This design comes from an exercise in tuning for small area on the open sky130 flow, not from production work. Function was not checked in any run shown here: the RTL went through the layout flow alone. Power figures rest on the tool's default switching activity, not on a simulated workload.

## flow/design.v (module list and top-level ports; edited modules follow where they fit)
// module MBF: 1544 lines
// module MBF_fa: 3 lines
// module MBF_ha: 3 lines
// module MBF_hn: 4 lines
// module MBF_maj3: 3 lines
// module MBF_and2: 3 lines
// module MBF_xor2: 3 lines
// module MBF_nand2: 3 lines
// module MBF_nor2: 3 lines
module MBF(CLK, RESET, IN_VALID, IN_DATA, X_DATA, Y_DATA, OUT_VALID);
  // ...
==> flow/run.sh <==
#!/bin/bash
# synth_recipe.tcl (not shown) runs the flow's synth.tcl, then flattens the netlist and writes it again
# the make line also repeats each setting of config.mk as NAME=value (left out here)
make -C /OpenROAD-flow-scripts/flow DESIGN_CONFIG=/design/flow/config.mk WORK_HOME=/design/flow/orfs CLKGATE_MAP_FILE= SYNTH_SCRIPT=/design/flow/synth_recipe.tcl finish
==> flow/config.mk <==
export PLATFORM = sky130hd
export DESIGN_NAME = MBF
export DESIGN_NICKNAME = MBF
export VERILOG_FILES = /design/flow/design.v
export SDC_FILE = /design/flow/constraint.sdc
export NUM_CORES = 4
export LEC_CHECK = 0
export CAP_MARGIN = 20
export CORE_MARGIN = 2
export CORE_UTILIZATION = 50
export CTS_BUF_LIST = sky130_fd_sc_hd__clkbuf_8
export CTS_CLUSTER_DIAMETER = 50
export CTS_CLUSTER_SIZE = 20
export SLEW_MARGIN = 20
export SYNTH_HIERARCHICAL = 1
==> flow/constraint.sdc <==
create_clock -name core_clock -period 7.0 [get_ports {CLK}]
set_input_delay 1.4000 -clock core_clock [delete_from_list [all_inputs] [get_ports {CLK}]]
set_output_delay 1.4000 -clock core_clock [all_outputs]
set_load 0.01 [all_outputs]
==> metrics.yaml, run 1 <==
timing:
  hold_violations: 0
  finalSetupTns_ns: 0
layout:
  buffers: 78
  diodes: 0
  dominant_cells: "multi-input combinational cells"
  sh_seq_area_pct: 26.8
  fin_area_sq_mm: 0.0171
  final-clk-cell-share_pct: 3.94
  final_common_cell: "fa_1"
power:
  comb_power_share_pct: 40.4
  powerDensity_mw_per_mm2: 251
  vdd_drop_max_mv: 0.165
  pg_clk_uw: 1110
  p_sw_share_pct: 37.2
logic_synthesis:
  yosys.area.top_type: "fa_1"
  netlist_area_sq_mm: 0.0154
  synth_warnings: 7
  synthDominantCellAreaShare_pct: 55.5
  yosys.cell_count.top_type: "fa_1"
  syn_avg_cell_area_sq_um: 13.4
  synth-xor-area-share_pct: 0.455
  synthTopCellsByCount: "427 x fa_1, 229 x dfxtp_1, 175 x inv_1, 129 x nand2_1, 113 x nor2_1"
setup_path:
  cp-endpoint: "q479"
  endpoint_kind: "flip-flop"
  setup.worst_path.start: "r10[0]"
  regToRegSetupSlack_ns: 0.21
  critPathKind: "reg2reg"
  slowest_delay_ns: 0.57
  crit_top_cell: "fa_1"
  r2r-start: "r10[0]"
  crit_buf_inv: 2
clocking:
  numCtsBuffers: 29
  cts_tree: "done"
  clk_pin_slew_ns: 0.10
  h-tree-depth: 1
status:
  outcome: "no timing/DRC/antenna violations"
global_route:
  top_usage_layer: "met2"
  antenna_found_initial: 1
placement:
  place_inst: 1596
  place.gp.congestion: 0.891
route:
  drt_iter0_markers: 534
  remaining_drc_errors: 0
  wl_mm: 36.0
die:
  nWellTaps: 396
  dieArea_sq_mm: 0.0322
==> run 2: changes to the inputs <==
==> flow/flow/run.sh (new file) <==
#!/bin/bash
# The standard layout, with the port buffers that global placement inserts made from the
# smallest buffer cell. The make output goes to flow_make.log; ORFS keeps each step's own
# log under orfs/logs/.
set -euo pipefail
export BUFFER_PORTS_ARGS="-buffer_cell sky130_fd_sc_hd__buf_1"
bash standard.sh finish > flow_make.log 2>&1
==> flow/standard.sh (new file) <==
#!/bin/bash
# synth_recipe.tcl (not shown) runs the flow's synth.tcl, then flattens the netlist and writes it again
# the make line also repeats each setting of config.mk as NAME=value (left out here)
make -C /OpenROAD-flow-scripts/flow DESIGN_CONFIG=/design/flow/config.mk WORK_HOME=/design/flow/orfs CLKGATE_MAP_FILE= SYNTH_SCRIPT=/design/flow/synth_recipe.tcl "${@:-finish}"
removed: flow/run.sh
==> run 2 against run 1 <==
Still clean on timing, DRC and antenna. Cell count fell by 0.18%. Clock-buffer cell count did not move. Power down 0.28%. Sequential power is essentially flat. Core utilization decreased by 0.78 points. Via count rose by 0.61%. Maximum frequency decreased by 0.78%. Final area is 1.4% lower. Register-to-register slack worse by 0.05 ns. Non-clock buffer count fell by 1. Critical path depth is 1 lower. Critical endpoint is now q823. Largest cell class unchanged.
==> metrics.yaml, run 2 <==
die:
  rows: 64  # unchanged
  die_h_microns: 180  # unchanged
  dieArea_sq_mm: 0.0322  # unchanged
  die-width_microns: 180  # unchanged
  ios: 43  # unchanged
  start_util_pct: 50.5  # unchanged
  core_sq_mm: 0.0305  # unchanged
global_route:
  grt_util_all_layers_pct: 23.6  # about the same
  grt_pass1_vias: 9210  # was 9137
  grt_overflow: 0  # unchanged
  grt_max_degree: 76  # was 55
  antenna_found_initial: 0  # was 1
  grt_pass1_wl_mm: 56.0  # was 55.8 mm
clocking:
  ctsLongestPathBuffers: 3  # unchanged
  clkSinkCount: 229  # unchanged
  numCtsBuffers: 28  # was 29
  cts_tree: "done"  # unchanged
  holdBufCountCts: 0  # unchanged
  clk_pin_slew_ns: 0.10  # about the same
  h-tree-depth: 1  # unchanged
  clkLatencyLatePin_ns: 0.61  # about the same
  cts-root-buf: "clkbuf_8"  # unchanged
route:
  wl_per_cell_microns: 21.8  # about the same
  via_per_inst: 4.87  # was 4.84
  vias: 8023  # was 7974
  drt_iter0_markers: 549  # was 534
  final_antenna_net_count: 0  # unchanged
  wl_mm: 35.9  # was 36.0 mm
  remaining_drc_errors: 0  # unchanged
  dr.pass1.iters: 5  # unchanged
run:
  cap_viol_max_count: 0  # unchanged
setup_path:
  endpoint_kind: "flip-flop"  # unchanged
  crit_top_cell: "fa_1"  # unchanged
  critPathKind: "reg2reg"  # unchanged
  cp_slowest_cell: "fa_1"  # unchanged
  start_kind: "flip-flop"  # unchanged
  worstPathCellList: "fa_1 -> fa_1 -> fa_1 -> inv_1 -> fa_1 -> fa_2 -> fa_2 -> fa_1 -> fa_1 -> fa_1 -> fa_1 -> buf_4 -> fa_1 -> fa_1 -> nor2_1 -> fa_1 -> fa_1 -> nand2_1"  # was inv_1 -> ha_1 -> fa_1 -> fa_1 -> fa_1 -> fa_1 -> fa_1 -> fa_1 -> fa_1 -> fa_1 -> fa_1 -> inv_1 -> fa_1 -> nor2_1 -> fa_1 -> ha_1 -> ha_1 -> ha_1 -> nand2_1
  path_max_fanout: 2  # was 3
  required_ns: 7.48  # was 7.46 ns
  setup.worst_path.start: "r3[8]"  # was r10[0]
  r2r-start: "r3[8]"  # was r10[0]
  cp_data_arrival_time_ns: 7.33  # was 7.25 ns
  slowest_delay_ns: 0.53  # was 0.57 ns
timing:
  fin_skew_ns: 0.0289  # was 0.0202 ns
  hold_violations: 0  # unchanged
  setup_viol: 0  # unchanged
  grt_setup_unrepaired: "false"  # unchanged
  worst_slack_ns: 0.153  # was 0.206 ns
  finalCritPeriodShare_pct: 97.8  # was 97.1%
  tightest_slew_ns: 0.889  # was 0.748 ns
  fmax_mhz: 146  # was 147 MHz
  finalSetupTns_ns: 0  # unchanged
  slew_violations: 0  # unchanged
  relSlewSlack_pct: 40.7  # was 50.0%
  min_period_ns: 6.85  # was 6.79 ns
placement:
  dpl.hpwl_mm: 30.8  # was 30.9 mm
  dpl_worst_slack_ns: 0.100  # was 0.159 ns
  place.gp.congestion: 0.882  # was 0.891
  dpl_cell_area_sq_mm: 0.0161  # was 0.0164 sq mm
  port_buffers: 40  # unchanged
  place_inst: 1594  # was 1596
layout:
  final_cells: 1646  # was 1649
  final_common_cell: "fa_1"  # unchanged
  finish.net_count: 1693  # was 1695
  drive_gt1_share_pct: 9.28  # was 8.78%
  final_cell_mix: "419 x fa_1, 223 x dfxtp_1, 174 x inv_1"  # was 423 x fa_1, 227 x dfxtp_1, 175 x inv_1
  diodes: 0  # unchanged
  fin_area_sq_mm: 0.0168  # was 0.0171 sq mm
  layout-area-overhead-vs-synth_pct: 9.33  # was 10.9%
logic_synthesis:
  async_reset_ff_share_pct: 0  # unchanged
  synth_warnings: 7  # unchanged
  syn_avg_cell_area_sq_um: 13.4  # unchanged
  synthTopCellsByCount: "427 x fa_1, 229 x dfxtp_1, 175 x inv_1, 129 x nand2_1, 113 x nor2_1"  # unchanged
  yosysSeqAreaShare_pct: 29.7  # unchanged
  yosys.cell_count.top_type: "fa_1"  # unchanged
  syn_inst: 1147  # unchanged
  synth_area_leaders: "fa_1 55%, dfxtp_1 30%, inv_1 4.3%, nand2_1 3.1%, nor2_1 2.8%"  # unchanged
  ys_ff_latch: 229  # unchanged
  yosys.area.top_type: "fa_1"  # unchanged
  ys.flop_type: "dfxtp_1"  # unchanged
  netlist_area_sq_mm: 0.0154  # unchanged
  ys_types: 15  # unchanged
  synth_edf_count: 0  # unchanged
  synthDominantCellAreaShare_pct: 55.5  # unchanged
min_path:
  hp-class: "reg2reg"  # unchanged
  min_from: "r0[6]"  # was r0[9]
power:
  powerDensity_mw_per_mm2: 254  # was 251 mW/mm^2
  vdd_drop_max_mv: 0.160  # was 0.165 mV
  p_total_uw: 4280  # was 4290 uW
  power.leakage_uw: 0.00711  # was 0.00723 uW
status:
  outcome: "no timing/DRC/antenna violations"  # unchanged
==> run 2: cell counts after synthesis <==
No cell type changed its count.
==> run 2: worst paths after layout <==
| path | cells past startpoint | end | slack, ns |
|---|---|---|---|
| max | 18 | q823 | 0.15 |
| min | 1 | r1[6] | 0.37 |
| max reg2reg | 18 | q823 | 0.15 |
| min reg2reg | 1 | r1[6] | 0.37 |
==> run 2: area by class of cell <==
type	instances	area, sq um
clock buffers	31	427
flip-flops and latches	229	4590
repair buffers	77	432
multi-input cells	718	10000
inverters	175	658
well taps	396	495
fillers	2554	13700
clock inverters	20	246
==> run 2: worst max-delay path: cells and delay by family (launching register included) <==
family                     cells  cell delay (ns)
adders and majority gates     14             6.06
DFF                            1             0.34
and+or+nand+nor                2             0.11
buffers and inverters          2             0.23
==> run 2: cells by family (layout without fill, tap and decap cells) <==
logic type,after synthesis,in the layout,synth area share (%)
xor+xnor,8,8,0.455
fa+ha+maj,459,459,58.0
buf+inv,201,303,5.53
flops,229,229,29.7
other cells,1,2,0.0243
simple gates,249,249,6.28
==> run 2: per-module statistics from Yosys (local to each module, per instance) <==
| module | flip-flops and latches | copies in the design | cells | area (sq um) |
|---|---|---|---|---|
| MBF_maj3 | 0 | 11 | 1 | 11.3 |
| MBF | 229 | 1 | 436 | 5490 |
| MBF_nor2 | 0 | 113 | 1 | 3.75 |
| MBF_nand2 | 0 | 129 | 1 | 3.75 |
| MBF_ha | 0 | 21 | 1 | 12.5 |
| MBF_fa | 0 | 427 | 1 | 20.0 |
| MBF_and2 | 0 | 2 | 1 | 6.26 |
| MBF_xor2 | 0 | 8 | 1 | 8.76 |
==> run 2: metal layers <==
metal	GRT usage (%)	up-vias	share of wire [%]
li1	-	3484	-
met1	34.8	4278	45
met2	35.8	212	46
met3	6.16	49	7.3
met4	5.20	0	2.1
met5	0	-	0
==> run 2: metrics by stage <==
| step | hold slack (ns) | util [%] |
|---|---|---|
| CTS | 0.372 | 55.1 |
| finish | 0.374 | 55.2 |
| detailed placement | 0.358 | 52.9 |
| global placement | 0.356 | 52.9 |
| global route | 0.385 | 55.2 |
| floorplan | 0.352 | - |
==> run 2: what timing repair did <==
action                     in CTS  in global routing
buffers inserted                0                  1
resized for setup               0                 14
setup endpoints to repair       0                  4
==> run 2: power by group <==
part           internal [uW]  switching, uW  total (uW)
combinational            769            940        1710
clock                    499            619        1120
sequential              1400           49.2        1450
total                   2670           1610        4280

## re-timing with driven ports
How much do the figures lean on ideal ports? The routed layouts below were timed once more, with nothing changed but the port constraints.
Step 1 sets driving cells, clkbuf_16 on the clock port and buf_2 on the other inputs (assumed; they add their load-dependent delay and slew).
Step 2 adds t to the input delays and takes it off the output delays; t is the mean of the earliest and latest rising clock arrival at the registers after step 1. Input paths then give back, and output paths get back, about the clock's delay inside the block.
Three values: ideal, step 1, step 2; two values: the first two.
run | t (ns) | setup WS [ns] | cell pins on the clock port's net
run 1 | 0.647 | 0.206 / 0.206 / 0.206 | 1
run 2 | 0.647 | 0.153 / 0.153 / 0.153 | 1
After both steps every run listed still meets setup and hold.
